What follows belongs to an exercise in optimizing a design on an open flow for small area and a short achievable clock period; a production flow would make more cautious choices.
Where RTL was checked, it was by simulation tests only, not by an equivalence proof against the original.
Only the layout flow was run in runs 2 to 4, 6 and 7; the RTL was not checked for function there.
Power figures rest on the tool's default switching activity, not on a simulated workload.

$ cat flow/design.v
module alu(
  input   wire  [63:0]    in1       ,
  input   wire  [63:0]    in2       ,
  input   wire  [2:0]     op        ,
  input   wire            in_valid  ,
  output  wire            in_ready  ,
  output  wire  [63:0]    res       ,
  output  reg             out_valid ,
  input   wire            out_ready ,
  input   wire            clk       ,
  input   wire            rstn      
);
  wire sub   = op[0] & ~op[1];
  wire addop = ~op[2] & ~op[1];           
  wire andor = op[2] & op[1];             
  wire keepp = ~op[2] | (op[1] & op[0]);  
  wire [63:0] b = in2 ^ {64{sub}};
  wire [63:0] p = in1 ^ b;    
  wire [63:0] g = in1 & b;    
  wire [63:0] ci;
  wire [15:0] bg;         
  wire [15:0] bp;         
  assign ci[0] = sub;
  assign ci[1] = g[0] | (p[0] & ci[0]);
  assign ci[2] = g[1] | (p[1] & ci[1]);
  assign ci[3] = g[2] | (p[2] & ci[2]);
  assign bg[0] = g[3] | (p[3] & ci[3]);
  assign bp[0] = &p[3:0];
  assign ci[4] = 1'b0;
  assign ci[5] = g[4] | (p[4] & ci[4]);
  assign ci[6] = g[5] | (p[5] & ci[5]);
  assign ci[7] = g[6] | (p[6] & ci[6]);
  assign bg[1] = g[7] | (p[7] & ci[7]);
  assign bp[1] = &p[7:4];
  assign ci[8] = 1'b0;
  assign ci[9] = g[8] | (p[8] & ci[8]);
  assign ci[10] = g[9] | (p[9] & ci[9]);
  assign ci[11] = g[10] | (p[10] & ci[10]);
  assign bg[2] = g[11] | (p[11] & ci[11]);
  assign bp[2] = &p[11:8];
  assign ci[12] = 1'b0;
  assign ci[13] = g[12] | (p[12] & ci[12]);
  assign ci[14] = g[13] | (p[13] & ci[13]);
  assign ci[15] = g[14] | (p[14] & ci[14]);
  assign bg[3] = g[15] | (p[15] & ci[15]);
  assign bp[3] = &p[15:12];
  assign ci[16] = 1'b0;
  assign ci[17] = g[16] | (p[16] & ci[16]);
  assign ci[18] = g[17] | (p[17] & ci[17]);
  assign ci[19] = g[18] | (p[18] & ci[18]);
  assign bg[4] = g[19] | (p[19] & ci[19]);
  assign bp[4] = &p[19:16];
  assign ci[20] = 1'b0;
  assign ci[21] = g[20] | (p[20] & ci[20]);
  assign ci[22] = g[21] | (p[21] & ci[21]);
  assign ci[23] = g[22] | (p[22] & ci[22]);
  assign bg[5] = g[23] | (p[23] & ci[23]);
  assign bp[5] = &p[23:20];
  assign ci[24] = 1'b0;
  assign ci[25] = g[24] | (p[24] & ci[24]);
  assign ci[26] = g[25] | (p[25] & ci[25]);
  assign ci[27] = g[26] | (p[26] & ci[26]);
  assign bg[6] = g[27] | (p[27] & ci[27]);
  assign bp[6] = &p[27:24];
  assign ci[28] = 1'b0;
  assign ci[29] = g[28] | (p[28] & ci[28]);
  assign ci[30] = g[29] | (p[29] & ci[29]);
  assign ci[31] = g[30] | (p[30] & ci[30]);
  assign bg[7] = g[31] | (p[31] & ci[31]);
  assign bp[7] = &p[31:28];
  assign ci[32] = 1'b0;
  assign ci[33] = g[32] | (p[32] & ci[32]);
  assign ci[34] = g[33] | (p[33] & ci[33]);
  assign ci[35] = g[34] | (p[34] & ci[34]);
  assign bg[8] = g[35] | (p[35] & ci[35]);
  assign bp[8] = &p[35:32];
  assign ci[36] = 1'b0;
  assign ci[37] = g[36] | (p[36] & ci[36]);
  assign ci[38] = g[37] | (p[37] & ci[37]);
  assign ci[39] = g[38] | (p[38] & ci[38]);
  assign bg[9] = g[39] | (p[39] & ci[39]);
  assign bp[9] = &p[39:36];
  assign ci[40] = 1'b0;
  assign ci[41] = g[40] | (p[40] & ci[40]);
  assign ci[42] = g[41] | (p[41] & ci[41]);
  assign ci[43] = g[42] | (p[42] & ci[42]);
  assign bg[10] = g[43] | (p[43] & ci[43]);
  assign bp[10] = &p[43:40];
  assign ci[44] = 1'b0;
  assign ci[45] = g[44] | (p[44] & ci[44]);
  assign ci[46] = g[45] | (p[45] & ci[45]);
  assign ci[47] = g[46] | (p[46] & ci[46]);
  assign bg[11] = g[47] | (p[47] & ci[47]);
  assign bp[11] = &p[47:44];
  assign ci[48] = 1'b0;
  assign ci[49] = g[48] | (p[48] & ci[48]);
  assign ci[50] = g[49] | (p[49] & ci[49]);
  assign ci[51] = g[50] | (p[50] & ci[50]);
  assign bg[12] = g[51] | (p[51] & ci[51]);
  assign bp[12] = &p[51:48];
  assign ci[52] = 1'b0;
  assign ci[53] = g[52] | (p[52] & ci[52]);
  assign ci[54] = g[53] | (p[53] & ci[53]);
  assign ci[55] = g[54] | (p[54] & ci[54]);
  assign bg[13] = g[55] | (p[55] & ci[55]);
  assign bp[13] = &p[55:52];
  assign ci[56] = 1'b0;
  assign ci[57] = g[56] | (p[56] & ci[56]);
  assign ci[58] = g[57] | (p[57] & ci[57]);
  assign ci[59] = g[58] | (p[58] & ci[58]);
  assign bg[14] = g[59] | (p[59] & ci[59]);
  assign bp[14] = &p[59:56];
  assign ci[60] = 1'b0;
  assign ci[61] = g[60] | (p[60] & ci[60]);
  assign ci[62] = g[61] | (p[61] & ci[61]);
  assign ci[63] = g[62] | (p[62] & ci[62]);
  assign bg[15] = g[63] | (p[63] & ci[63]);
  assign bp[15] = &p[63:60];
  wire tg0_1 = bg[1] | (bp[1] & bg[0]);
  wire tg0_3 = bg[3] | (bp[3] & bg[2]);
  wire tp0_3 = bp[3] & bp[2];
  wire tg0_5 = bg[5] | (bp[5] & bg[4]);
  wire tp0_5 = bp[5] & bp[4];
  wire tg0_7 = bg[7] | (bp[7] & bg[6]);
  wire tp0_7 = bp[7] & bp[6];
  wire tg0_9 = bg[9] | (bp[9] & bg[8]);
  wire tp0_9 = bp[9] & bp[8];
  wire tg0_11 = bg[11] | (bp[11] & bg[10]);
  wire tp0_11 = bp[11] & bp[10];
  wire tg0_13 = bg[13] | (bp[13] & bg[12]);
  wire tp0_13 = bp[13] & bp[12];
  wire tg0_15 = bg[15] | (bp[15] & bg[14]);
  wire tp0_15 = bp[15] & bp[14];
  wire tg1_2 = bg[2] | (bp[2] & tg0_1);
  wire tg1_3 = tg0_3 | (tp0_3 & tg0_1);
  wire tg1_6 = bg[6] | (bp[6] & tg0_5);
  wire tp1_6 = bp[6] & tp0_5;
  wire tg1_7 = tg0_7 | (tp0_7 & tg0_5);
  wire tp1_7 = tp0_7 & tp0_5;
  wire tg1_10 = bg[10] | (bp[10] & tg0_9);
  wire tp1_10 = bp[10] & tp0_9;
  wire tg1_11 = tg0_11 | (tp0_11 & tg0_9);
  wire tp1_11 = tp0_11 & tp0_9;
  wire tg1_14 = bg[14] | (bp[14] & tg0_13);
  wire tp1_14 = bp[14] & tp0_13;
  wire tg1_15 = tg0_15 | (tp0_15 & tg0_13);
  wire tp1_15 = tp0_15 & tp0_13;
  wire tg2_4 = bg[4] | (bp[4] & tg1_3);
  wire tg2_5 = tg0_5 | (tp0_5 & tg1_3);
  wire tg2_6 = tg1_6 | (tp1_6 & tg1_3);
  wire tg2_7 = tg1_7 | (tp1_7 & tg1_3);
  wire tg2_12 = bg[12] | (bp[12] & tg1_11);
  wire tp2_12 = bp[12] & tp1_11;
  wire tg2_13 = tg0_13 | (tp0_13 & tg1_11);
  wire tp2_13 = tp0_13 & tp1_11;
  wire tg2_14 = tg1_14 | (tp1_14 & tg1_11);
  wire tp2_14 = tp1_14 & tp1_11;
  wire tg2_15 = tg1_15 | (tp1_15 & tg1_11);
  wire tp2_15 = tp1_15 & tp1_11;
  wire tg3_8 = bg[8] | (bp[8] & tg2_7);
  wire tg3_9 = tg0_9 | (tp0_9 & tg2_7);
  wire tg3_10 = tg1_10 | (tp1_10 & tg2_7);
  wire tg3_11 = tg1_11 | (tp1_11 & tg2_7);
  wire tg3_12 = tg2_12 | (tp2_12 & tg2_7);
  wire tg3_13 = tg2_13 | (tp2_13 & tg2_7);
  wire tg3_14 = tg2_14 | (tp2_14 & tg2_7);
  wire tg3_15 = tg2_15 | (tp2_15 & tg2_7);
  wire [15:1] cb;
  assign cb[1] = bg[0];
  assign cb[2] = tg0_1;
  assign cb[3] = tg1_2;
  assign cb[4] = tg1_3;
  assign cb[5] = tg2_4;
  assign cb[6] = tg2_5;
  assign cb[7] = tg2_6;
  assign cb[8] = tg2_7;
  assign cb[9] = tg3_8;
  assign cb[10] = tg3_9;
  assign cb[11] = tg3_10;
  assign cb[12] = tg3_11;
  assign cb[13] = tg3_12;
  assign cb[14] = tg3_13;
  assign cb[15] = tg3_14;
  wire [63:0] part = (p & {64{keepp}}) ^ ((ci & {64{addop}}) | (g & {64{andor}}));
  assign in_ready = ~(out_valid & ~out_ready);
  reg [63:0] part_q;           
  reg [15:1] cb_q;           
  always @(posedge clk) begin
    if (in_ready) begin
      part_q <= part;
      cb_q   <= cb & {15{addop}};
    end
  end
  always @(posedge clk) begin
    out_valid <= rstn & (in_valid | ~in_ready);
  end
  wire [63:0] inc;
  assign inc[0] = 1'b0;
  assign inc[1] = 1'b0;
  assign inc[2] = 1'b0;
  assign inc[3] = 1'b0;
  assign inc[4] = cb_q[1];
  assign inc[5] = cb_q[1] & (&part_q[4:4]);
  assign inc[6] = cb_q[1] & (&part_q[5:4]);
  assign inc[7] = cb_q[1] & (&part_q[6:4]);
  assign inc[8] = cb_q[2];
  assign inc[9] = cb_q[2] & (&part_q[8:8]);
  assign inc[10] = cb_q[2] & (&part_q[9:8]);
  assign inc[11] = cb_q[2] & (&part_q[10:8]);
  assign inc[12] = cb_q[3];
  assign inc[13] = cb_q[3] & (&part_q[12:12]);
  assign inc[14] = cb_q[3] & (&part_q[13:12]);
  assign inc[15] = cb_q[3] & (&part_q[14:12]);
  assign inc[16] = cb_q[4];
  assign inc[17] = cb_q[4] & (&part_q[16:16]);
  assign inc[18] = cb_q[4] & (&part_q[17:16]);
  assign inc[19] = cb_q[4] & (&part_q[18:16]);
  assign inc[20] = cb_q[5];
  assign inc[21] = cb_q[5] & (&part_q[20:20]);
  assign inc[22] = cb_q[5] & (&part_q[21:20]);
  assign inc[23] = cb_q[5] & (&part_q[22:20]);
  assign inc[24] = cb_q[6];
  assign inc[25] = cb_q[6] & (&part_q[24:24]);
  assign inc[26] = cb_q[6] & (&part_q[25:24]);
  assign inc[27] = cb_q[6] & (&part_q[26:24]);
  assign inc[28] = cb_q[7];
  assign inc[29] = cb_q[7] & (&part_q[28:28]);
  assign inc[30] = cb_q[7] & (&part_q[29:28]);
  assign inc[31] = cb_q[7] & (&part_q[30:28]);
  assign inc[32] = cb_q[8];
  assign inc[33] = cb_q[8] & (&part_q[32:32]);
  assign inc[34] = cb_q[8] & (&part_q[33:32]);
  assign inc[35] = cb_q[8] & (&part_q[34:32]);
  assign inc[36] = cb_q[9];
  assign inc[37] = cb_q[9] & (&part_q[36:36]);
  assign inc[38] = cb_q[9] & (&part_q[37:36]);
  assign inc[39] = cb_q[9] & (&part_q[38:36]);
  assign inc[40] = cb_q[10];
  assign inc[41] = cb_q[10] & (&part_q[40:40]);
  assign inc[42] = cb_q[10] & (&part_q[41:40]);
  assign inc[43] = cb_q[10] & (&part_q[42:40]);
  assign inc[44] = cb_q[11];
  assign inc[45] = cb_q[11] & (&part_q[44:44]);
  assign inc[46] = cb_q[11] & (&part_q[45:44]);
  assign inc[47] = cb_q[11] & (&part_q[46:44]);
  assign inc[48] = cb_q[12];
  assign inc[49] = cb_q[12] & (&part_q[48:48]);
  assign inc[50] = cb_q[12] & (&part_q[49:48]);
  assign inc[51] = cb_q[12] & (&part_q[50:48]);
  assign inc[52] = cb_q[13];
  assign inc[53] = cb_q[13] & (&part_q[52:52]);
  assign inc[54] = cb_q[13] & (&part_q[53:52]);
  assign inc[55] = cb_q[13] & (&part_q[54:52]);
  assign inc[56] = cb_q[14];
  assign inc[57] = cb_q[14] & (&part_q[56:56]);
  assign inc[58] = cb_q[14] & (&part_q[57:56]);
  assign inc[59] = cb_q[14] & (&part_q[58:56]);
  assign inc[60] = cb_q[15];
  assign inc[61] = cb_q[15] & (&part_q[60:60]);
  assign inc[62] = cb_q[15] & (&part_q[61:60]);
  assign inc[63] = cb_q[15] & (&part_q[62:60]);
  assign res = part_q ^ inc;
endmodule
$ cat flow/config.mk
export PLATFORM = sky130hd
export DESIGN_NAME = alu
export DESIGN_NICKNAME = alu
export VERILOG_FILES = /design/flow/design.v
export SDC_FILE = /design/flow/constraint.sdc
export NUM_CORES = 4
export LEC_CHECK = 0
export ABC_AREA = 1
export CAP_MARGIN = 20
export CORE_MARGIN = 2
export CORE_UTILIZATION = 40
export CTS_BUF_LIST = sky130_fd_sc_hd__clkbuf_8
export SETUP_SLACK_MARGIN = 1.8
export SLEW_MARGIN = 20
$ cat flow/standard.sh
#!/bin/bash
# synth_recipe.tcl (not shown) runs the flow's synth.tcl, then flattens the netlist and writes it again
# the make line also repeats each setting of config.mk as NAME=value (left out here)
make -C /OpenROAD-flow-scripts/flow DESIGN_CONFIG=/design/flow/config.mk WORK_HOME=/design/flow/orfs CLKGATE_MAP_FILE= SYNTH_SCRIPT=/design/flow/synth_recipe.tcl "${@:-finish}"
$ cat flow/constraint.sdc
create_clock -name core_clock -period 4.6 [get_ports {clk}]
set_input_delay 0.9200 -clock core_clock [delete_from_list [all_inputs] [get_ports {clk}]]
set_output_delay 0.9200 -clock core_clock [all_outputs]
set_load 0.01 [all_outputs]
$ cat flow/flow/run.sh
#!/bin/bash
# Layout flow: the standard ORFS flow (standard.sh, with the standard
# synthesis unchanged), except that the port buffers that global placement
# puts on every input and output are sky130_fd_sc_hd__buf_1 instead of the
# delay buffer buffer_ports picks by default. Every port still gets its own
# buffer. The make output goes to standard.log in the work folder; ORFS keeps
# each step's log under orfs/logs/.
set -euo pipefail
bash standard.sh "BUFFER_PORTS_ARGS=-buffer_cell sky130_fd_sc_hd__buf_1" finish > standard.log 2>&1
==> results of run 1 <==
==> worst max-delay path, cell delays in order <==
cell,delay [ns]
buf_6,0.12
inv_16,0.10
nand2_8,0.15
xnor2_2,0.18
ha_1,0.29
nand2_1,0.08
nand2_2,0.08
a21oi_4,0.14
nor2_2,0.05
a22oi_1,0.18
nand2_2,0.11
nand2_2,0.08
nand2_4,0.07
nand2_4,0.08
nand2_8,0.07
nand2_1,0.06
nand2_1,0.04
==> power by group through the flow <==
| stage | sequential (W) | clock [W] | combinational (W) |
|---|---|---|---|
| floorplan | 0.00103 | 0 | 0.000650 |
| global placement | 0.00104 | 0 | 0.000894 |
| detailed placement | 0.00105 | 0 | 0.000900 |
| CTS | 0.00103 | 0.000598 | 0.000916 |
| global route | 0.00105 | 0.000625 | 0.00109 |
| finish | 0.00103 | 0.000583 | 0.000973 |
==> how the worst max path moves through the flow <==
stage | slack [ns] | startpoint | cells past startpoint | end
after floorplan | 1.79 | op[1] | 17 | cb_q[14]
after global placement | 0.98 | op[1] | 13 | cb_q[13]
after detailed placement | 0.92 | op[1] | 15 | cb_q[15]
after CTS | 1.80 | op[1] | 17 | cb_q[11]
after global routing | 1.80 | op[1] | 17 | cb_q[11]
final | 1.90 | op[1] | 17 | cb_q[12]
==> stage by stage <==
stage	instances	util	total power, W
4_1_cts	1187	0.489	0.00254
6_report	1205	0.509	0.00259
3_5_place_dp	1168	0.473	0.00195
5_1_grt	1205	0.509	0.00276
3_3_place_gp	1168	0.473	0.00194
2_1_floorplan	769	-	0.00168
==> Yosys cell counts <==
library cell,instances,area share
a21boi_0,2,0.0022
a21o_1,1,0.0011
a21oi_1,31,0.023
a22o_1,10,0.013
a22oi_1,14,0.015
a31oi_1,2,0.0018
buf_1,10,0.0055
buf_2,1,0.00073
buf_4,7,0.0076
clkbuf_1,9,0.0049
dfxtp_1,1,0.0029
edfxtp_1,79,0.34
ha_1,79,0.14
inv_1,69,0.038
inv_2,5,0.0027
nand2_1,161,0.088
nand2_2,5,0.0045
nand2_4,2,0.0033
nand3_1,20,0.015
nand4_1,13,0.012
nor2_1,31,0.017
nor3_1,2,0.0015
o21ai_0,22,0.016
o21ai_1,6,0.0044
o21bai_1,1,0.0011
o22ai_1,14,0.013
xnor2_1,99,0.13
xor2_1,73,0.093
==> registers in the layout, indices dropped and copies added, names as in the netlist <==
name	flops
part_q	64
cb_q	15
out_valid	1
==> repair_timing <==
item                       CTS  global route
resized for setup            6            51
setup endpoints to repair   18            10
buffers inserted             0            17
gates cloned                 3             1
pin swaps                    2            31
==> logic make-up (layout without fill, tap and decap cells) <==
kind of cell,Yosys count,after routing,share of synthesized area
AND/OR/NAND/NOR,234,238,0.140
XOR/XNOR,172,172,0.219
adder cells (fa/ha/maj),79,79,0.144
flip-flops,80,80,0.348
buffers and inverters,101,313,0.0591
AO/OA/AOI/OAI,103,103,0.0899
==> per-layer routing <==
layer | vias to the layer above | global-route usage | wire, um
met3 | 13 | 0.0397 | 1030
met4 | 0 | 0.0538 | 227
met2 | 182 | 0.318 | 8560
met1 | 2684 | 0.268 | 8470
met5 | - | 0 | 0
li1 | 3002 | - | -
==> cell type report <==
cell class | count | area [sq um] | area share
flip-flops and latches | 80 | 2390 | 0.281
clock inverters | 7 | 86.3 | 0.0101
well taps | 220 | 275 | 0.0324
repair buffers | 223 | 958 | 0.113
inverters | 74 | 297 | 0.0349
clock buffers | 9 | 124 | 0.0146
multi-input cells | 592 | 4370 | 0.514
==> results.yml, run 1 <==
cts:
  cts.root.buffer_cell: "clkbuf_8"
  clkLatencyLatePin_ns: 0.38
  clockBufferDepth: 2
  numClockSinks: 80
  tritoncts: "built"
  path_clk_slew_ns: 0.08
  htreeDepth: 3
  numCtsBuffers: 9
  postCtsHoldBufs: 0
worst_hold_path:
  worstHoldPathCells: 3
  worstHoldEndpoint: "out_valid"
  hp-start: "in_valid"
  hp-class: "input pin to flop"
synth:
  syn-num-nets: 983
  netlist_instances: 769
  ys_warn_count: 1
  ys_seq_area_frac: 0.348
  synthesis.area_sq_mm: 0.00688
  avgSynthCellArea_sq_um: 8.94
  ys_ff_latch: 80
  yosysUniqueCellTypes: 28
power_and_ir_drop:
  intPower_w: 0.00167
  p_leak_nw: 3.60
  swShare: 0.353
  power_per_cell_area_mw_per_mm2: 304
  combPwrFrac: 0.376
  p_seq_frac: 0.398
  vdd_drop_max_mv: 0.153
  p_clk_frac: 0.225
  power.switching_w: 0.000913
route:
  drt_iter0_drc: 307
  viasPerCell: 4.88
  drc: 0
  avgRoutedWirePerCell_um: 15.2
  first_pass_iters: 5
  drtAntennaViolNets: 0
  wirelength_mm: 18.3
  vias: 5881
setup_path:
  path_max_fanout: 8
  rr_worst_depth: 2
  cp_data_arrival_time_ns: 2.83
  crit_type: "input pin to flop"
  crit_path_start_kind: "input pin"
  reg2reg_slack_ns: 2.87
  endpoint_kind: "flop"
  required_ns: 4.74
  r2r_start: "out_valid"
  r2r_end: "cb_q[12]"
place:
  numPortBuffers: 200
  pre_cts_slack_ns: 0.921
  place.gp.congestion: 0.818
  place_hpwl_mm: 12.4
  dpl_cell_area_sq_mm: 0.00790
die:
  dieArea_sq_mm: 0.0183
  num_rows: 47
  die_w_um: 135
  pin_count: 201
  chipHeight_um: 135
  start_util: 0.412
  core_area_sq_mm: 0.0167
global_route:
  grt_pass1_wl_mm: 27.7
  grt_overflow: 0
  grt_max_degree: 65
  grt_pass1_vias: 5445
  antenna_found_initial: 0
  grt_use_total: 0.196
sta:
  max_freq_mhz: 371
  slew_headroom: 0.385
  finalClockSkew_ns: 0.0112
  finalHoldViolCount: 0
  hold-worst-slack_ns: 0.766
  rsz0062_at_grt: "true"
  slew_viol_final: 0
  tns_ns: 0
  tightest_slew_ns: 0.921
  min_period_ns: 2.70
  finalSetupViolations: 0
  period_share: 0.586
  worst_slack_ns: 1.90
final_layout:
  layout-drive-gt1-share: 0.0904
  final_cell_mix: "buf_1, nand2_1, xnor2_1"
  fin_nets: 1194
  n_antenna_cell: 0
  area_delta_synth_final_pct: 23.7
  final_common_cell: "buf_1"
  fillers: 1628
  stdcell_area_sq_mm: 0.00851
run:
  maxCapViolations: 0
run_status:
  outcome: "finished clean"
==> run 2, diff against run 1 <==
--- a/flow/design.v
+++ b/flow/design.v
@@ -183,10 +183,11 @@
   assign cb[15] = tg3_14;
   wire [63:0] part = (p & {64{keepp}}) ^ ((ci & {64{addop}}) | (g & {64{andor}}));
   assign in_ready = ~(out_valid & ~out_ready);
+  wire load = in_valid & in_ready;
   reg [63:0] part_q;           
   reg [15:1] cb_q;           
   always @(posedge clk) begin
-    if (in_ready) begin
+    if (load) begin
       part_q <= part;
       cb_q   <= cb & {15{addop}};
     end
--- a/flow/config.mk
+++ b/flow/config.mk
@@ -10,5 +10,5 @@
 export CORE_MARGIN = 2
 export CORE_UTILIZATION = 40
 export CTS_BUF_LIST = sky130_fd_sc_hd__clkbuf_8
-export SETUP_SLACK_MARGIN = 1.8
+export SETUP_SLACK_MARGIN = 2.0
 export SLEW_MARGIN = 20
==> run 2 against run 1 <==
Against the previous run: global-route usage up 0.13 points; fmax rose by 0.76%; wire length is 0.21% lower.
==> results.yml, run 2 <==
sta:
  tightest_slew_ns: 0.722
  finalClockSkew_ns: 0.00615
  rsz0062_at_grt: "true"
  finalSetupViolations: 0
  min_period_ns: 2.68
  slew_headroom: 0.519
  period_share: 0.582
  slew_viol_final: 0
  finalHoldViolCount: 0
  max_freq_mhz: 374
  tns_ns: 0
cts:
  tritoncts: "built"
  clockBufferDepth: 2
  path_clk_slew_ns: 0.08
  postCtsHoldBufs: 0
  cts.root.buffer_cell: "clkbuf_8"
  numClockSinks: 80
  clkLatencyLatePin_ns: 0.37
  htreeDepth: 3
  numCtsBuffers: 9
setup_path:
  path_max_fanout: 8
  slowest_stage: "ha_1"
  cp_top_family: "simple AND/OR/NAND/NOR gates"
  critPathMaxStageDelay_ns: 0.34
  endpoint_kind: "flop"
  crit_type: "input pin to flop"
  worst-path-buf-inv: 2
  crit_path_start_kind: "input pin"
  path_cells: "buf_12 > clkinv_16 > nand2_8 > xnor2_2 > ha_1 > a21oi_2 > o21ai_2 > a21oi_1 > nand2_1 > nand3_1 > nand3_1 > nand2_2 > nand2_8 > nand2_2 > nand2_1"
  cp_data_arrival_time_ns: 2.81
  required_ns: 4.74
route:
  drt_iter0_drc: 293
  viasPerCell: 4.93
  vias: 5922
  wirelength_mm: 18.3
  drtAntennaViolNets: 0
  avgRoutedWirePerCell_um: 15.2
  first_pass_iters: 5
  drc: 0
synth:
  netlist_instances: 770
  synthSimpleGateAreaFrac: 0.140
  synth.mux.area_fraction: 0
  avgSynthCellArea_sq_um: 8.94
  synth-adder-area-share: 0.144
  yosysUniqueCellTypes: 28
  synth_top_family_by_area: "XOR/XNOR gates"
  synth_xor_area_frac: 0.219
  syn-num-nets: 984
  ys.flop_type: "edfxtp_1"
  ys_ff_latch: 80
  ys_warn_count: 1
  ys_seq_area_frac: 0.348
  synth.area.top_cells: "edfxtp_1, ha_1, xnor2_1"
  synth-edff-count: 79
  synth_common_cells: "nand2_1, xnor2_1, edfxtp_1, ha_1, xor2_1"
  ys_async_sr_fraction: 0
  synth_top_cell_area_share: 0.345
  synthesis.area_sq_mm: 0.00688
  synth_area_leader_cell: "edfxtp_1"
  yosysMostFrequentCell: "nand2_1"
  synth_compound_area_frac: 0.0905
die:
  start_util: 0.412
  core_area_sq_mm: 0.0167
  dieArea_sq_mm: 0.0183
  chipHeight_um: 135
  pin_count: 201
  die_w_um: 135
  num_rows: 47
final_layout:
  area_delta_synth_final_pct: 22.3
  layout-drive-gt1-share: 0.0826
  reg.largest.list: "part_q: 64 flops, cb_q: 15 flops, out_valid: 1 flops"
  fin_nets: 1190
  final_common_cell: "buf_1"
  layout.cells.non_filler: 1201
  final_cell_mix: "buf_1, nand2_1, xnor2_1"
  largest_reg_flops: 64
  n_antenna_cell: 0
  max_flop_register: "part_q"
global_route:
  antenna_found_initial: 1
  grt_overflow: 0
  grt_max_degree: 65
  grt_pass1_wl_mm: 27.8
  grt_use_total: 0.198
  grt_pass1_vias: 5535
place:
  place.gp.congestion: 0.790
  numPortBuffers: 200
  place_inst: 1169
  place_hpwl_mm: 12.4
power_and_ir_drop:
  p_leak_nw: 3.46
  power_per_cell_area_mw_per_mm2: 274
  p_total_w: 0.00231
  vdd_drop_max_mv: 0.113
worst_hold_path:
  hp-class: "flop to flop"
run:
  maxCapViolations: 0
run_status:
  outcome: "finished clean"
[run 2: cell types whose count changed after synthesis]
cell      before  now
a21oi_1       31   32
buf_1         10    9
clkbuf_1       9   10
[run 2: logic make-up (layout without fill, tap and decap cells)]
family                     Yosys count  after routing
and+or+nand+nor                    234            239
DFF                                 80             80
buffers and inverters              101            307
AOI/OAI and AO/OA                  104            104
adders and majority gates           79             79
xor gates and xnor gates           172            172
[run 2: cell type report]
class                      count  area [sq um]
fill                        1626          8280
multi-input combinational    594          4360
sequential                    80          2390
timing repair buffer         217           918
inverter                      74           322
tap                          220           275
clock buffer                   9           124
clock inverter                 7          30.0
[run 2: report_power, final]
group	total, W	internal (W)	switching, W	leakage, nW
registers	0.000963	0.000921	0.0000420	0.791
clock network	0.000456	0.000186	0.000270	0.0865
logic	0.000888	0.000369	0.000519	2.58
[run 2: path summary, 6_finish.rpt]
kind,start,end,slack (ns),depth (start not counted)
setup reg to reg,out_valid,part_q[1],3.22,2
hold reg to reg,out_valid,out_valid,0.55,2
setup / recovery,op[1],cb_q[9],1.92,15
hold / removal,out_valid,out_valid,0.55,2
[run 2: worst register-to-register path: cells and delay by family, from the launching register on]
family	cells	cell delay [ns]
compound gates	1	0.13
buf+inv	1	0.49
flops	1	0.35
[run 2: per-stage QoR]
stage | setup WS (ns) | hold slack, ns | util | instance area [sq um]
after CTS | 1.96 | 0.553 | 0.494 | 8240
after global routing | 1.81 | 0.592 | 0.504 | 8420
final | 1.92 | 0.549 | 0.504 | 8420
after floorplan | 1.78 | 0.628 | - | 7000
after detailed placement | 0.901 | 0.542 | 0.473 | 7910
after global placement | 0.966 | 0.538 | 0.473 | 7910
[run 2: repair_timing]
item	4_1_cts	5_1_grt
gates cloned	5	0
resized for setup	23	30
pin swaps	14	26
setup endpoints to repair	47	22
setup buffers	4	7
[run 2: metal layers]
| metal | track usage | wire [um] | vias up |
|---|---|---|---|
| met3 | 0.0329 | 1110 | 18 |
| met1 | 0.272 | 8160 | 2716 |
| met4 | 0.0613 | 221 | 2 |
| met2 | 0.320 | 8740 | 186 |
| li1 | - | - | 3000 |
| met5 | 0 | 11 | - |
==> run 3, diff against run 2 <==
--- a/flow/design.v
+++ b/flow/design.v
@@ -183,7 +183,7 @@
   assign cb[15] = tg3_14;
   wire [63:0] part = (p & {64{keepp}}) ^ ((ci & {64{addop}}) | (g & {64{andor}}));
   assign in_ready = ~(out_valid & ~out_ready);
-  wire load = in_valid & in_ready;
+  wire load = in_ready;
   reg [63:0] part_q;           
   reg [15:1] cb_q;           
   always @(posedge clk) begin
--- a/flow/config.mk
+++ b/flow/config.mk
@@ -12,3 +12,4 @@
 export CTS_BUF_LIST = sky130_fd_sc_hd__clkbuf_8
 export SETUP_SLACK_MARGIN = 2.0
 export SLEW_MARGIN = 20
+export TNS_END_PERCENT = 10
==> run 3 against run 2 <==
Against the previous run: still clean on timing, DRC and antenna; design area up 4.9%; fmax down 1.2%; first-iteration DRC count down 4.8%; non-clock buffer count up 30; synthesized area about the same; sequential share of layout area down 1.3 points; core utilization up 2.5 points; setup slack worse by 0.032 ns; critical endpoint is now cb_q[14]; largest power group unchanged.
==> results.yml, run 3 <==
global_route:
  grt_pass1_vias: 5905
  grt_overflow: 0
  antenna_found_initial: 1
  grt_pass1_wl_mm: 28.7
  grt_use_total: 0.204
  grt_max_degree: 77
synth:
  ys_warn_count: 1
  synth_top_cell_area_share: 0.345
  yosysMostFrequentCell: "nand2_1"
  ys_async_sr_fraction: 0
  ys.flop_type: "edfxtp_1"
  synth_common_cells: "nand2_1, xnor2_1, edfxtp_1, ha_1, xor2_1"
  netlist_instances: 769
  synth.area.top_cells: "edfxtp_1, ha_1, xnor2_1"
  ys_seq_area_frac: 0.348
  synth_area_leader_cell: "edfxtp_1"
  yosysUniqueCellTypes: 28
  avgSynthCellArea_sq_um: 8.94
  synth-edff-count: 79
  ys_ff_latch: 80
  synthesis.area_sq_mm: 0.00688
  syn-num-nets: 983
final_layout:
  multiInputGateArea_sq_mm: 0.00438
  largest_reg_flops: 64
  final_common_cell: "buf_1"
  fillers: 1630
  n_antenna_cell: 0
  fin_nets: 1217
  register_area_sq_mm: 0.00239
  layout.cells.non_filler: 1227
  reg.largest.list: "part_q: 64 flops, cb_q: 15 flops, out_valid: 1 flops"
  layout-drive-gt1-share: 0.128
  final_cell_mix: "buf_1, nand2_1, xnor2_1"
  max_flop_register: "part_q"
  stdcell_area_sq_mm: 0.00884
  area_delta_synth_final_pct: 28.5
die:
  start_util: 0.412
  dieArea_sq_mm: 0.0183
  core_area_sq_mm: 0.0167
  pin_count: 201
  chipHeight_um: 135
  die_w_um: 135
  num_rows: 47
setup_path:
  required_ns: 4.72
  crit_type: "input pin to flop"
  reg2reg_slack_ns: 2.93
  crit_path_start_kind: "input pin"
  cp_data_arrival_time_ns: 2.82
  path_max_fanout: 6
  endpoint_kind: "flop"
cts:
  numCtsBuffers: 9
  cts.root.buffer_cell: "clkbuf_8"
  tritoncts: "built"
  clkLatencyLatePin_ns: 0.36
  numClockSinks: 80
  clockBufferDepth: 2
  postCtsHoldBufs: 0
  path_clk_slew_ns: 0.08
  htreeDepth: 3
place:
  place_inst: 1167
  place_hpwl_mm: 12.4
  numPortBuffers: 200
  place.gp.congestion: 0.804
  dpl_cell_area_sq_mm: 0.00784
power_and_ir_drop:
  p_total_w: 0.00256
  p_clk_frac: 0.199
  intPower_w: 0.00165
  p_leak_nw: 3.77
  power_per_cell_area_mw_per_mm2: 290
  p_seq_frac: 0.401
  swShare: 0.355
  vdd_drop_max_mv: 0.119
  power.switching_w: 0.000909
  combPwrFrac: 0.400
worst_hold_path:
  hp-class: "flop to flop"
sta:
  min_period_ns: 2.71
  finalSetupViolations: 0
  slew_headroom: 0.331
  period_share: 0.589
  finalHoldViolCount: 0
  rsz0062_at_grt: "true"
  tightest_slew_ns: 1.00
  finalClockSkew_ns: 0.00890
  max_freq_mhz: 369
  tns_ns: 0
  slew_viol_final: 0
route:
  first_pass_iters: 5
  avgRoutedWirePerCell_um: 15.2
  drt_iter0_drc: 279
  drtAntennaViolNets: 0
  vias: 6005
  drc: 0
  viasPerCell: 4.89
  wirelength_mm: 18.7
run_status:
  outcome: "finished clean"
run:
  maxCapViolations: 0
-- run 3: metal layers --
| layer | global-route usage | part of all wire | vias up |
|---|---|---|---|
| li1 | - | - | 3040 |
| met1 | 0.257 | 0.43 | 2765 |
| met3 | 0.0382 | 0.059 | 25 |
| met4 | 0.0735 | 0.021 | 0 |
| met5 | 0 | 0 | - |
| met2 | 0.351 | 0.49 | 175 |
-- run 3: critical path, cell delays in order --
cell and delay [ns]:
buf_8 0.11, clkinv_8 0.06, nand2_8 0.09, buf_12 0.15, buf_16 0.13, xnor2_1 0.12, ha_1 0.32, a21oi_2 0.16
o21ai_1 0.10, a21oi_1 0.18, nand2_2 0.10, nand2_4 0.09, o21ai_4 0.07, a31oi_1 0.14, nand2_1 0.07
-- run 3: what timing repair did --
| item | CTS | global route |
|---|---|---|
| gates cloned | 6 | 1 |
| endpoints found under the setup margin | 32 | 21 |
| buffers inserted | 34 | 4 |
| pin swaps | 50 | 31 |
| gates resized for setup | 75 | 16 |
-- run 3: cell type report --
type | count | area share
tap | 220 | 0.0312
clock inverter | 6 | 0.00595
inverter | 74 | 0.0329
timing repair buffer | 247 | 0.150
sequential | 80 | 0.271
clock buffer | 9 | 0.0140
multi-input combinational | 591 | 0.495
-- run 3: stage by stage --
stage / utilization / setup WS, ns / hold slack, ns
after CTS: 0.522 / 1.90 / 0.604
after detailed placement: 0.470 / 0.958 / 0.584
after global placement: 0.470 / 0.993 / 0.574
after floorplan: - / 1.75 / 1.06
final: 0.529 / 1.89 / 0.596
after global routing: 0.529 / 1.78 / 0.614
-- run 3: path summary, 6_finish.rpt --
kind / from / endpoint / cells after the start
max: op[1] / cb_q[14] / 15
max reg2reg: out_valid / cb_q[8] / 2
min reg2reg: out_valid / part_q[16] / 1
min: out_valid / part_q[16] / 1
-- run 3: cell families after synthesis --
kind of cell	Yosys count	share of synthesized area
buf+inv	101	0.0591
fa+ha+maj	79	0.144
xor+xnor	172	0.219
simple gates	234	0.140
compound gates	103	0.0899
flops	80	0.348
-- run 3: power by group through the flow --
stage	registers, W	logic [W]	clock network, W
final	0.00103	0.00102	0.000509
after global routing	0.00104	0.00114	0.000547
after CTS	0.00103	0.00101	0.000517
after detailed placement	0.00104	0.000891	0
after global placement	0.00104	0.000883	0
after floorplan	0.00103	0.000643	0
==> run 4, diff against run 3 <==
--- a/flow/config.mk
+++ b/flow/config.mk
@@ -8,8 +8,7 @@
 export ABC_AREA = 1
 export CAP_MARGIN = 20
 export CORE_MARGIN = 2
-export CORE_UTILIZATION = 40
+export CORE_UTILIZATION = 55
 export CTS_BUF_LIST = sky130_fd_sc_hd__clkbuf_8
 export SETUP_SLACK_MARGIN = 2.0
 export SLEW_MARGIN = 20
-export TNS_END_PERCENT = 10
==> run 4 against run 3 <==
Against the previous run: still clean on timing, DRC and antenna; final cell count fell by 5.6%; synthesized area did not move; sequential power barely moved; total power fell by 1.7%; wire length fell by 4.3%; worst hold slack improved by 0.18 ns; core utilization rose by 18 points; non-clock buffer count fell by 17; register-to-register slack improved by 0.03 ns; setup slack got worse by 0.015 ns; combinational power barely moved; largest power group unchanged.
==> results.yml, run 4 <==
global_route:
  grt_overflow: 0
  grt_pass1_vias: 5743
  grt_use_total: 0.268
  grt_pass1_wl_mm: 27.6
  grt_max_degree: 50
  antenna_found_initial: 0
synth:
  ys_ff_latch: 80
  ys_seq_area_frac: 0.348
  netlist_instances: 769
  ys.flop_type: "edfxtp_1"
  synth_common_cells: "nand2_1, xnor2_1, edfxtp_1, ha_1, xor2_1"
  synthesis.area_sq_mm: 0.00688
  ys_async_sr_fraction: 0
  avgSynthCellArea_sq_um: 8.94
  synth_top_cell_area_share: 0.345
  syn-num-nets: 983
  synth_area_leader_cell: "edfxtp_1"
  yosysUniqueCellTypes: 28
  synth-edff-count: 79
  ys_warn_count: 1
  yosysMostFrequentCell: "nand2_1"
  synth.area.top_cells: "edfxtp_1, ha_1, xnor2_1"
route:
  drt_iter0_drc: 316
  vias: 6044
  wirelength_mm: 17.9
  viasPerCell: 5.22
  first_pass_iters: 5
  avgRoutedWirePerCell_um: 15.5
  drc: 0
  drtAntennaViolNets: 0
cts:
  tritoncts: "built"
  path_clk_slew_ns: 0.08
  htreeDepth: 3
  numCtsBuffers: 9
  clkLatencyLatePin_ns: 0.35
  numClockSinks: 80
  clockBufferDepth: 2
  cts.root.buffer_cell: "clkbuf_8"
die:
  pin_count: 201
  chipHeight_um: 116
  start_util: 0.568
  num_rows: 40
  dieArea_sq_mm: 0.0134
  core_area_sq_mm: 0.0121
  die_w_um: 116
setup_path:
  rr_worst_depth: 2
  r2r_start: "out_valid"
  required_ns: 4.70
  r2r_end: "cb_q[1]"
  endpoint_kind: "flop"
  slowest_stage: "ha_1"
  cp_data_arrival_time_ns: 2.83
  reg2reg_slack_ns: 2.96
  path_cells: "buf_12 > clkinv_16 > nand2_8 > buf_8 > xnor2_2 > ha_1 > buf_6 > buf_6 > nand3_2 > nand2_2 > a21oi_2 > o21bai_1 > nand2_1 > nand2_1 > nand2_1 > nand2_1 > nand2_1 > a21oi_2"
  crit_type: "input pin to flop"
  critPathMaxStageDelay_ns: 0.32
  path_max_fanout: 7
  cp_common_cell: "nand2_1"
  crit_path_start_kind: "input pin"
power_and_ir_drop:
  p_total_w: 0.00252
  vdd_drop_max_mv: 0.206
  p_leak_nw: 3.65
  power_per_cell_area_mw_per_mm2: 295
sta:
  rsz0062_at_grt: "true"
  slew_viol_final: 0
  max_freq_mhz: 367
  min_period_ns: 2.72
  tns_ns: 0
  worst_slack_ns: 1.88
  finalClockSkew_ns: 0.0101
  tightest_slew_ns: 0.654
  period_share: 0.592
  finalSetupViolations: 0
  finalHoldViolCount: 0
  slew_headroom: 0.564
worst_hold_path:
  worstHoldPathCells: 2
  hp-class: "flop to flop"
  worstHoldEndpoint: "out_valid"
  hp-start: "out_valid"
run:
  maxCapViolations: 0
final_layout:
  max_flop_register: "part_q"
  reg.largest.list: "part_q: 64 flops, cb_q: 15 flops, out_valid: 1 flops"
  fillers: 1003
  fin_nets: 1202
  final_common_cell: "buf_1"
  layout-drive-gt1-share: 0.111
  area_delta_synth_final_pct: 24.2
  final_cell_mix: "buf_1, nand2_1, xnor2_1"
  n_antenna_cell: 0
  largest_reg_flops: 64
place:
  numPortBuffers: 200
  pre_cts_slack_ns: 0.916
  place_hpwl_mm: 12.1
  place.gp.congestion: 0.892
run_status:
  outcome: "finished clean"
-- run 4: cell counts after synthesis --
Identical to the previous run, type by type.
-- run 4: cell type report --
cell class              count  area (sq um)  area share
inverters                  74           309      0.0362
multi-input cells         593          4420       0.517
well taps                 168           210      0.0246
flip-flops and latches     80          2390       0.280
clock buffers               9           124      0.0145
clock inverters             4          41.3     0.00483
repair buffers            230          1050       0.123
-- run 4: timing repair --
item / 4_1_cts / 5_1_grt
pin swaps: 17 / 32
cloned: 5 / 0
hold buffers: 0 / 0
resized for setup: 22 / 63
endpoints found under the setup margin: 41 / 17
buffers inserted: 14 / 8
-- run 4: report_power, final --
| group | switching [W] | total, W | internal [W] | leakage, nW |
|---|---|---|---|---|
| clock | 0.000254 | 0.000491 | 0.000237 | 0.0911 |
| sequential | 0.0000642 | 0.00103 | 0.000964 | 0.873 |
| combinational | 0.000577 | 0.000999 | 0.000422 | 2.69 |
| total | 0.000895 | 0.00252 | 0.00162 | 3.65 |
-- run 4: how the worst max path moves through the flow --
stage	endpoint	slack, ns	cells after the start	from
6_report	cb_q[7]	1.88	18	op[1]
3_5_place_dp	cb_q[12]	0.92	20	op[1]
3_3_place_gp	cb_q[15]	0.99	20	op[1]
5_1_grt	cb_q[7]	1.77	18	op[1]
4_1_cts	cb_q[9]	1.93	20	op[1]
2_1_floorplan	cb_q[14]	1.79	17	op[1]
-- run 4: per-stage QoR --
step                      utilization  instances  cell area, sq um  hold WS [ns]
final                           0.706       1158              8550         0.779
after global routing            0.706       1158              8550         0.775
after CTS                       0.681       1150              8250         0.770
after detailed placement        0.647       1118              7830         0.905
after global placement          0.647       1118              7830         0.883
after floorplan                     -        769              6970          1.06
-- run 4: per-layer routing --
metal	vias up	track usage	routed length, um
met3	22	0.0418	1200
met5	-	0	0
met4	0	0.100	351
met1	2795	0.352	7660
met2	212	0.448	8690
li1	3015	-	-
-- run 4: logic make-up after synthesis --
| family | Yosys count | share of synthesized area |
|---|---|---|
| simple gates | 234 | 0.140 |
| xor+xnor | 172 | 0.219 |
| compound gates | 103 | 0.0899 |
| buf+inv | 101 | 0.0591 |
| flops | 80 | 0.348 |
| fa+ha+maj | 79 | 0.144 |
-- run 4: critical path: cells and delay by family --
family	cells	cell delay, ns
XOR/XNOR	1	0.12
AO/OA/AOI/OAI	3	0.27
adder cells (fa/ha/maj)	1	0.32
buffers and inverters	5	0.59
AND/OR/NAND/NOR	8	0.60
==> run 5, diff against run 4 <==
--- a/flow/design.v
+++ b/flow/design.v
@@ -183,11 +183,10 @@
   assign cb[15] = tg3_14;
   wire [63:0] part = (p & {64{keepp}}) ^ ((ci & {64{addop}}) | (g & {64{andor}}));
   assign in_ready = ~(out_valid & ~out_ready);
-  wire load = in_ready;
   reg [63:0] part_q;           
   reg [15:1] cb_q;           
   always @(posedge clk) begin
-    if (load) begin
+    if (in_ready) begin
       part_q <= part;
       cb_q   <= cb & {15{addop}};
     end
--- a/flow/config.mk
+++ b/flow/config.mk
@@ -8,7 +8,7 @@
 export ABC_AREA = 1
 export CAP_MARGIN = 20
 export CORE_MARGIN = 2
-export CORE_UTILIZATION = 55
+export CORE_UTILIZATION = 40
 export CTS_BUF_LIST = sky130_fd_sc_hd__clkbuf_8
 export SETUP_SLACK_MARGIN = 2.0
 export SLEW_MARGIN = 20
==> run 5 against run 4 <==
Against the previous run: die area is 36% higher; sequential cell count unchanged; worst hold slack worse by 0.0056 ns; via count shrank 3.0%; combinational power fell by 3.5%; highest routed layer unchanged; clock-buffer cell count is the same; sequential share of layout area rose by 0.46 points; total power shrank 1.5%; clock power decreased by 1%.
==> results.yml, run 5 <==
power_and_ir_drop:
  combPwrFrac: 0.389
  vdd_drop_max_mv: 0.122
  intPower_w: 0.00160
  power_per_cell_area_mw_per_mm2: 295
  p_seq_frac: 0.415
  p_total_w: 0.00248
  p_leak_nw: 3.55
  p_clk_frac: 0.196
  power.switching_w: 0.000882
  swShare: 0.356
cts:
  path_clk_slew_ns: 0.08
  numCtsBuffers: 9
  clkLatencyLatePin_ns: 0.36
  tritoncts: "built"
  clockBufferDepth: 2
  cts.root.buffer_cell: "clkbuf_8"
  htreeDepth: 3
  numClockSinks: 80
synth:
  synth_area_leader_cell: "edfxtp_1"
  ys_seq_area_frac: 0.348
  netlist_instances: 769
  synth_common_cells: "nand2_1, xnor2_1, edfxtp_1, ha_1, xor2_1"
  synth_top_cell_area_share: 0.345
  ys_async_sr_fraction: 0
  ys.flop_type: "edfxtp_1"
  synth.area.top_cells: "edfxtp_1, ha_1, xnor2_1"
  yosysMostFrequentCell: "nand2_1"
  syn-num-nets: 983
  ys_ff_latch: 80
  synth-edff-count: 79
  avgSynthCellArea_sq_um: 8.94
  ys_warn_count: 1
  yosysUniqueCellTypes: 28
  synthesis.area_sq_mm: 0.00688
setup_path:
  r2r_start: "out_valid"
  crit_path_start_kind: "input pin"
  cp_data_arrival_time_ns: 2.78
  required_ns: 4.72
  endpoint_kind: "flop"
  critical_path.startpoint: "op[1]"
  path_max_fanout: 8
  crit_type: "input pin to flop"
sta:
  rsz0062_at_grt: "true"
  finalSetupViolations: 0
  max_freq_mhz: 377
  slew_headroom: 0.515
  finalHoldViolCount: 0
  period_share: 0.577
  min_period_ns: 2.66
  hold-worst-slack_ns: 0.774
  finalClockSkew_ns: 0.00518
  slew_viol_final: 0
  tns_ns: 0
  tightest_slew_ns: 0.728
global_route:
  grt_use_met2: 0.336
  grt_pass1_vias: 5577
  grt_max_degree: 65
  gr-usage-met1: 0.260
  busiest_layer: "met2"
  grtUsageMet3: 0.0397
  grt_overflow: 0
  grt_pass1_wl_mm: 28.1
  grt_use_total: 0.201
  antenna_found_initial: 0
final_layout:
  fin_util: 0.503
  n_antenna_cell: 0
  final_common_cell: "buf_1"
  final_cell_mix: "buf_1, nand2_1, xnor2_1"
  max_flop_register: "part_q"
  fin_nets: 1187
  layout-drive-gt1-share: 0.0800
  largest_reg_flops: 64
  area_delta_synth_final_pct: 22.2
  reg.largest.list: "part_q: 64 flops, cb_q: 15 flops, out_valid: 1 flops"
route:
  drc: 0
  avgRoutedWirePerCell_um: 15.4
  vias: 5865
  drtAntennaViolNets: 0
  drt_iter0_drc: 269
  first_pass_iters: 5
  viasPerCell: 4.91
  wirelength_mm: 18.4
run_status:
  outcome: "finished clean"
place:
  numPortBuffers: 200
  place_hpwl_mm: 12.5
  place.gp.congestion: 0.802
die:
  core_area_sq_mm: 0.0167
  start_util: 0.412
  die_w_um: 135
  dieArea_sq_mm: 0.0183
  chipHeight_um: 135
  pin_count: 201
  num_rows: 47
run:
  maxCapViolations: 0
worst_hold_path:
  hp-class: "input pin to flop"
  hp-start: "in_valid"
run 5: final timing paths:
check                                   to  slack [ns]  cells past startpoint
worst max-delay path              cb_q[14]        1.94                     13
worst min register to register  part_q[16]        0.86                      1
worst max register to register     cb_q[9]        3.04                      2
worst min-delay path             out_valid        0.77                      3
run 5: final cells by class:
class	count	area [sq um]
multi-input cells	593	4370
fillers	1656	8290
inverters	74	309
clock inverters	4	41.3
flip-flops and latches	80	2390
well taps	220	275
repair buffers	215	900
clock buffers	9	124
run 5: logic make-up after synthesis:
| logic type | share of synthesized area |
|---|---|
| fa+ha+maj | 0.144 |
| compound gates | 0.0899 |
| flops | 0.348 |
| buf+inv | 0.0591 |
| xor+xnor | 0.219 |
| simple gates | 0.140 |
run 5: repair_timing:
action / in CTS / in global routing
gates resized for setup: 29 / 32
setup buffers: 7 / 2
pin swaps: 24 / 19
hold buffers: 0 / 0
setup endpoints to repair: 47 / 21
cloned: 5 / 0
run 5: per-layer routing:
metal	vias to the layer above	routed length (um)
met5	-	0
met4	0	369
met3	23	1160
met2	179	8720
met1	2670	8190
li1	2993	-
run 5: through the flow:
step	instances	area, sq um	setup WS [ns]
2_1_floorplan	769	6970	1.79
3_3_place_gp	1168	7880	1.01
3_5_place_dp	1168	7880	0.928
4_1_cts	1193	8270	1.93
5_1_grt	1195	8410	1.81
6_report	1195	8410	1.94
run 5: power by group through the flow:
stage	clock, W	combinational [W]	sequential [W]
finish	0.000486	0.000964	0.00103
global placement	0	0.000893	0.00104
floorplan	0	0.000650	0.00103
global route	0.000526	0.00108	0.00104
detailed placement	0	0.000899	0.00105
CTS	0.000498	0.000944	0.00103
run 5: worst max-delay path: stages:
cell and delay (ns):
buf_12 0.12, clkinv_16 0.08, nand2_8 0.13, xnor2_1 0.16, ha_1 0.31, a21oi_2 0.20
o21ai_2 0.08, a21oi_2 0.15, o21ai_0 0.09, nor2_1 0.18, o21ai_4 0.10, a31oi_1 0.17
nand2_2 0.06
==> run 6, diff against run 5 <==
--- a/flow/design.v
+++ b/flow/design.v
@@ -181,14 +181,32 @@
   assign cb[13] = tg3_12;
   assign cb[14] = tg3_13;
   assign cb[15] = tg3_14;
-  wire [63:0] part = (p & {64{keepp}}) ^ ((ci & {64{addop}}) | (g & {64{andor}}));
+  wire [63:0] cf;   
+  assign cf[3:0] = ci[3:0];
+  assign cf[7:4] = ci[7:4];
+  assign cf[11:8] = ci[11:8];
+  assign cf[15:12] = ci[15:12];
+  assign cf[19:16] = ci[19:16];
+  assign cf[23:20] = ci[23:20];
+  assign cf[27:24] = ci[27:24];
+  assign cf[31:28] = ci[31:28];
+  assign cf[35:32] = ci[35:32];
+  assign cf[39:36] = ci[39:36];
+  assign cf[43:40] = ci[43:40];
+  assign cf[47:44] = ci[47:44];
+  assign cf[51:48] = ci[51:48];
+  assign cf[55:52] = ci[55:52];
+  assign cf[59:56] = ci[59:56];
+  assign cf[63:60] = ci[63:60];
+  wire [63:0] part = (p & {64{keepp}}) ^ ((cf & {64{addop}}) | (g & {64{andor}}));
   assign in_ready = ~(out_valid & ~out_ready);
+  wire load = in_ready;
   reg [63:0] part_q;           
   reg [15:1] cb_q;           
   always @(posedge clk) begin
-    if (in_ready) begin
+    if (load) begin
       part_q <= part;
-      cb_q   <= cb & {15{addop}};
+      cb_q   <= cb[15:1] & {15{addop}};
     end
   end
   always @(posedge clk) begin
--- a/flow/config.mk
+++ b/flow/config.mk
@@ -10,5 +10,5 @@
 export CORE_MARGIN = 2
 export CORE_UTILIZATION = 40
 export CTS_BUF_LIST = sky130_fd_sc_hd__clkbuf_8
-export SETUP_SLACK_MARGIN = 2.0
+export SETUP_SLACK_MARGIN = 2.1
 export SLEW_MARGIN = 20
==> run 6 against run 5 <==
Against the previous run: die area unchanged; fmax decreased by 1.1%; non-clock buffer count increased by 12; synthesized area unchanged; first-iteration DRC count increased by 12%; highest routed layer unchanged.
==> results.yml, run 6 <==
run_status:
  outcome: "finished clean"
die:
  pin_count: 201
  chipHeight_um: 135
  start_util: 0.412
  dieArea_sq_mm: 0.0183
  core_area_sq_mm: 0.0167
  num_rows: 47
  die_w_um: 135
route:
  drt_iter0_drc: 301
  drc: 0
  avgRoutedWirePerCell_um: 15.6
  vias: 5932
  drtAntennaViolNets: 0
  viasPerCell: 4.89
  wirelength_mm: 18.9
  first_pass_iters: 8
setup_path:
  path_max_fanout: 8
  crit_path_start_kind: "input pin"
  required_ns: 4.73
  slowest_stage: "ha_1"
  path_cells: "buf_12 > clkinv_16 > nand2_8 > buf_6 > xnor2_1 > ha_1 > nand2_2 > nand2_2 > a21oi_2 > o21ai_2 > nand2_1 > o22ai_1 > inv_1 > nand2_4 > nand2_4 > nand2_8 > nand2_1 > nand2_1"
  endpoint_kind: "flop"
  cp_data_arrival_time_ns: 2.82
  cp_common_cell: "nand2_1"
  critPathMaxStageDelay_ns: 0.33
  crit_type: "input pin to flop"
final_layout:
  fin_util: 0.516
  n_antenna_cell: 0
  layout.cells.non_filler: 1212
  largest_reg_flops: 64
  area_delta_synth_final_pct: 25.2
  max_flop_register: "part_q"
  final_cell_mix: "buf_1, nand2_1, xnor2_1"
  reg.largest.list: "part_q: 64 flops, cb_q: 15 flops, out_valid: 1 flops"
  fin_nets: 1201
  layout-drive-gt1-share: 0.101
  stdcell_area_sq_mm: 0.00861
  final_common_cell: "buf_1"
place:
  numPortBuffers: 200
  place_inst: 1168
  dpl_cell_area_sq_mm: 0.00790
  place_hpwl_mm: 12.6
  place.gp.congestion: 0.814
  pre_cts_slack_ns: 0.916
synth:
  synth-edff-count: 79
  synth_xor_area_frac: 0.219
  yosysUniqueCellTypes: 28
  ys_warn_count: 1
  ys_ff_latch: 80
  avgSynthCellArea_sq_um: 8.94
  synth_area_leader_cell: "edfxtp_1"
  synthesis.area_sq_mm: 0.00688
  syn-num-nets: 983
  netlist_instances: 769
  synth.area.top_cells: "edfxtp_1, ha_1, xnor2_1"
  synth_top_cell_area_share: 0.345
  synth.mux.area_fraction: 0
  ys_async_sr_fraction: 0
  synth_compound_area_frac: 0.0899
  synth_top_family_by_area: "XOR/XNOR gates"
  ys.flop_type: "edfxtp_1"
  ys_seq_area_frac: 0.348
  yosysMostFrequentCell: "nand2_1"
  synth-adder-area-share: 0.144
  synthSimpleGateAreaFrac: 0.140
  synth_common_cells: "nand2_1, xnor2_1, edfxtp_1, ha_1, xor2_1"
cts:
  tritoncts: "built"
  cts.root.buffer_cell: "clkbuf_8"
  clkLatencyLatePin_ns: 0.38
  postCtsHoldBufs: 0
  numCtsBuffers: 9
  htreeDepth: 3
  numClockSinks: 80
  clockBufferDepth: 2
  path_clk_slew_ns: 0.08
sta:
  period_share: 0.584
  rsz0062_at_grt: "true"
  tns_ns: 0
  slew_viol_final: 0
  finalHoldViolCount: 0
  slew_headroom: 0.617
  finalSetupViolations: 0
  max_freq_mhz: 372
  tightest_slew_ns: 0.574
  worst_slack_ns: 1.92
  min_period_ns: 2.68
  finalClockSkew_ns: 0.0146
global_route:
  grt_max_degree: 65
  grt_pass1_vias: 5737
  antenna_found_initial: 0
  grt_pass1_wl_mm: 29.0
  grt_overflow: 0
  grt_use_total: 0.207
power_and_ir_drop:
  vdd_drop_max_mv: 0.123
  p_leak_nw: 3.65
  power_per_cell_area_mw_per_mm2: 300
run:
  maxCapViolations: 0
worst_hold_path:
  hp-class: "input pin to flop"
==> run 6: cell counts after synthesis <==
Identical to the previous run, type by type.
==> run 6: layout make-up <==
| class | instances | area (sq um) |
|---|---|---|
| Clock buffer | 9 | 124 |
| Clock inverter | 7 | 80.1 |
| Fill cell | 1641 | 8090 |
| Inverter | 74 | 309 |
| Multi-Input combinational cell | 594 | 4400 |
| Sequential cell | 80 | 2390 |
| Tap cell | 220 | 275 |
| Timing Repair Buffer | 227 | 1020 |
| Timing Repair inverter | 1 | 8.76 |
==> run 6: power by group <==
group	internal (W)	total (W)	switching, W
registers	0.000963	0.00103	0.0000650
logic	0.000414	0.000988	0.000573
clock network	0.000298	0.000568	0.000271
==> run 6: path summary, 6_finish.rpt <==
path | slack, ns | startpoint | end | depth (start not counted)
hold / removal | 0.77 | in_valid | out_valid | 3
hold reg to reg | 0.80 | out_valid | part_q[27] | 1
setup reg to reg | 3.05 | out_valid | part_q[1] | 2
setup / recovery | 1.92 | op[1] | cb_q[14] | 18
==> run 6: worst max-delay path: cells and delay by family <==
kind	cells	cell delay [ns]
xor+xnor	1	0.11
simple gates	9	0.67
fa+ha+maj	1	0.33
compound gates	3	0.31
buf+inv	4	0.44
==> run 6: cell families after synthesis <==
family / count (synthesis)
AOI/OAI and AO/OA: 103
xor gates and xnor gates: 172
DFF: 80
adders and majority gates: 79
buffers and inverters: 101
and+or+nand+nor: 234
==> run 6: layer usage <==
| layer | GRT usage | part of all wire | vias to the layer above |
|---|---|---|---|
| li1 | - | - | 3016 |
| met1 | 0.280 | 0.45 | 2717 |
| met2 | 0.344 | 0.48 | 183 |
| met3 | 0.0322 | 0.061 | 16 |
| met4 | 0.0602 | 0.015 | 0 |
| met5 | 0 | 0 | - |
==> run 6: repair_timing <==
action / 4_1_cts / 5_1_grt
gates resized for setup: 36 / 36
pin swaps: 18 / 31
setup endpoints to repair: 76 / 40
gates cloned: 6 / 1
setup buffers: 12 / 9
==> run 6: per-stage QoR <==
stage               total power [W]  hold slack (ns)
finish                      0.00258            0.770
global route                0.00275            0.766
CTS                         0.00257            0.759
detailed placement          0.00195             1.00
global placement            0.00194            0.976
floorplan                   0.00168             1.06
==> run 7, diff against run 6 <==
--- a/flow/config.mk
+++ b/flow/config.mk
@@ -10,5 +10,5 @@
 export CORE_MARGIN = 2
 export CORE_UTILIZATION = 40
 export CTS_BUF_LIST = sky130_fd_sc_hd__clkbuf_8
-export SETUP_SLACK_MARGIN = 2.1
+export SETUP_SLACK_MARGIN = 1.9
 export SLEW_MARGIN = 20
==> run 7 against run 6 <==
Against the previous run: still clean on timing, DRC and antenna; design area decreased by 1.7%; clock skew fell by 0.0035 ns; first-iteration DRC count rose by 6.0%; critical path depth is 3 lower; worst hold slack worse by 0.0060 ns; clock-buffer cell count stayed put; critical path type unchanged; critical endpoint is now cb_q[13]; largest power group unchanged.
==> results.yml, run 7 <==
global_route:
  grt_overflow: 0
  grt_pass1_vias: 5607
  grt_pass1_wl_mm: 28.8
  grt_use_total: 0.205
  antenna_found_initial: 0
  grt_max_degree: 65
final_layout:
  largest_reg_flops: 64
  n_antenna_cell: 0
  area_delta_synth_final_pct: 23.1
  fillers: 1622
  fin_nets: 1192
  final_common_cell: "buf_1"
  reg.largest.list: "part_q: 64 flops, cb_q: 15 flops, out_valid: 1 flops"
  final_cell_mix: "buf_1, nand2_1, xnor2_1"
  layout-drive-gt1-share: 0.0834
  max_flop_register: "part_q"
sta:
  period_share: 0.579
  rsz0062_at_grt: "true"
  finalClockSkew_ns: 0.0111
  hold-worst-slack_ns: 0.764
  finalSetupViolations: 0
  worst_slack_ns: 1.94
  slew_viol_final: 0
  max_freq_mhz: 375
  slew_headroom: 0.355
  tightest_slew_ns: 0.966
  min_period_ns: 2.66
  tns_ns: 0
  finalHoldViolCount: 0
place:
  place.gp.congestion: 0.818
  numPortBuffers: 200
  place_hpwl_mm: 12.4
  pre_cts_slack_ns: 0.921
synth:
  synth.area.top_cells: "edfxtp_1, ha_1, xnor2_1"
  synth_area_leader_cell: "edfxtp_1"
  yosysUniqueCellTypes: 28
  ys_ff_latch: 80
  synth_top_cell_area_share: 0.345
  synth-edff-count: 79
  ys_async_sr_fraction: 0
  netlist_instances: 769
  ys.flop_type: "edfxtp_1"
  ys_seq_area_frac: 0.348
  synth_common_cells: "nand2_1, xnor2_1, edfxtp_1, ha_1, xor2_1"
  ys_warn_count: 1
  yosysMostFrequentCell: "nand2_1"
  avgSynthCellArea_sq_um: 8.94
  syn-num-nets: 983
  synthesis.area_sq_mm: 0.00688
route:
  drc: 0
  vias: 5891
  drtAntennaViolNets: 0
  drt_iter0_drc: 319
  avgRoutedWirePerCell_um: 15.4
  wirelength_mm: 18.5
  viasPerCell: 4.90
  first_pass_iters: 5
die:
  die_w_um: 135
  num_rows: 47
  pin_count: 201
  core_area_sq_mm: 0.0167
  start_util: 0.412
  dieArea_sq_mm: 0.0183
  chipHeight_um: 135
setup_path:
  path_cells: "buf_12 > clkinv_16 > nand2_8 > xnor2_1 > ha_1 > a21oi_2 > o21ai_2 > a21oi_2 > nand2_1 > nand3_1 > nand3_1 > nand2_2 > nand2_8 > nand2_1 > nand2_1"
  rr_worst_depth: 2
  cp_top_family: "simple AND/OR/NAND/NOR gates"
  r2r_start: "out_valid"
  critPathMaxStageDelay_ns: 0.34
  required_ns: 4.74
  crit_type: "input pin to flop"
  endpoint_kind: "flop"
  cp_data_arrival_time_ns: 2.80
  path_max_fanout: 8
  slowest_stage: "ha_1"
  cp_num_cells: 15
  cp_common_cell: "nand2_1"
  critical_path.startpoint: "op[1]"
  crit_path_start_kind: "input pin"
  worst-path-buf-inv: 2
cts:
  clockBufferDepth: 2
  numClockSinks: 80
  numCtsBuffers: 9
  path_clk_slew_ns: 0.09
  postCtsHoldBufs: 0
  htreeDepth: 3
  clkLatencyLatePin_ns: 0.38
  cts.root.buffer_cell: "clkbuf_8"
  tritoncts: "built"
worst_hold_path:
  worstHoldPathCells: 3
  hp-start: "in_valid"
  hp-class: "input pin to flop"
power_and_ir_drop:
  swShare: 0.354
  power_per_cell_area_mw_per_mm2: 305
  combPwrFrac: 0.375
  p_leak_nw: 3.59
  vdd_drop_max_mv: 0.159
  p_clk_frac: 0.226
  power.switching_w: 0.000915
  p_seq_frac: 0.398
  intPower_w: 0.00167
run_status:
  outcome: "finished clean"
run:
  maxCapViolations: 0
[run 7: changes by cell type in the layout (fill, tap and decap cells not counted), sizes merged]
cell / change
clkinv: +3
inv: -4
buf: -7
nand2: -1
[run 7: logic make-up after synthesis]
family | share of synthesized area
adder cells (fa/ha/maj) | 0.144
AO/OA/AOI/OAI | 0.0899
flip-flops | 0.348
XOR/XNOR | 0.219
AND/OR/NAND/NOR | 0.140
buffers and inverters | 0.0591
[run 7: repair_timing]
action / CTS / global route
pin swaps: 21 / 14
gates cloned: 5 / 0
endpoints found under the setup margin: 26 / 11
resized for setup: 33 / 16
buffers inserted: 10 / 4
hold endpoints to repair: 0 / 0
[run 7: worst paths after layout]
kind,to,slack (ns)
min reg2reg,out_valid,0.94
max,cb_q[13],1.94
min,out_valid,0.76
max reg2reg,cb_q[15],2.87
[run 7: final cells by class]
cell class / instances / area [sq um] / share of cell area
timing repair buffer: 220 / 957 / 0.113
clock buffer: 9 / 124 / 0.0146
multi-input combinational: 593 / 4320 / 0.511
sequential: 80 / 2390 / 0.283
inverter: 74 / 307 / 0.0362
tap: 220 / 275 / 0.0325
clock inverter: 7 / 86.3 / 0.0102
[run 7: through the flow]
step / utilization / instance area [sq um] / power, W / instances
finish: 0.507 / 8470 / 0.00258 / 1203
global route: 0.507 / 8470 / 0.00275 / 1203
CTS: 0.501 / 8370 / 0.00258 / 1199
detailed placement: 0.473 / 7900 / 0.00195 / 1168
global placement: 0.473 / 7900 / 0.00194 / 1168
floorplan: - / 6970 / 0.00168 / 769
[run 7: worst register-to-register path: stages, from the launching register on]
cell     delay, ns
dfxtp_1       0.34
nand2_4       0.40
buf_4         0.60
[run 7: power groups by stage]
stage / clock (W) / sequential (W) / combinational (W)
after floorplan: 0 / 0.00103 / 0.000650
after global placement: 0 / 0.00104 / 0.000894
after detailed placement: 0 / 0.00105 / 0.000900
after CTS: 0.000598 / 0.00103 / 0.000954
after global routing: 0.000625 / 0.00105 / 0.00108
final: 0.000585 / 0.00103 / 0.000970
[run 7: metal layers]
| layer | share of wire | vias up | wire length, um | track usage |
|---|---|---|---|---|
| li1 | - | 3005 | - | - |
| met1 | 0.47 | 2688 | 8700 | 0.276 |
| met2 | 0.46 | 175 | 8450 | 0.332 |
| met3 | 0.057 | 23 | 1050 | 0.0430 |
| met4 | 0.018 | 0 | 333 | 0.0637 |
| met5 | 0 | - | 0 | 0 |

static timing again, ports no longer ideal:
How much do the figures lean on ideal ports? The routed layouts below were timed once more, with nothing changed but the port constraints. Step 1 (the two cells are an assumption about what drives the block):
set clk [get_ports {clk}]
set_driving_cell -lib_cell sky130_fd_sc_hd__clkbuf_16 $clk
set_driving_cell -lib_cell sky130_fd_sc_hd__buf_2 [delete_from_list [all_inputs] $clk]
Step 2, shift: input delay + t, output delay - t, t = (earliest + latest rising clock arrival at the registers) / 2. This alone moves slack from input paths to output paths. Three values: ideal, step 1, step 2; two values: the first two.
run | t, ns | setup WS [ns] | cell pins on the clock port's net
run 1 | 0.408 | 1.904 / 1.905 / 1.497 | 1
run 2 | 0.405 | 1.924 / 1.903 / 1.498 | 1
run 3 | 0.397 | 1.893 / 1.893 / 1.496 | 1
run 4 | 0.388 | 1.877 / 1.867 / 1.479 | 1
run 5 | 0.393 | 1.945 / 1.931 / 1.538 | 1
run 6 | 0.408 | 1.915 / 1.895 / 1.486 | 1
run 7 | 0.410 | 1.936 / 1.924 / 1.513 | 1
After both steps setup and hold are still met in every run listed. For run 6, which loses most, drivers alone change the setup slack by -0.020 ns; drivers and shift together by -0.429 ns.
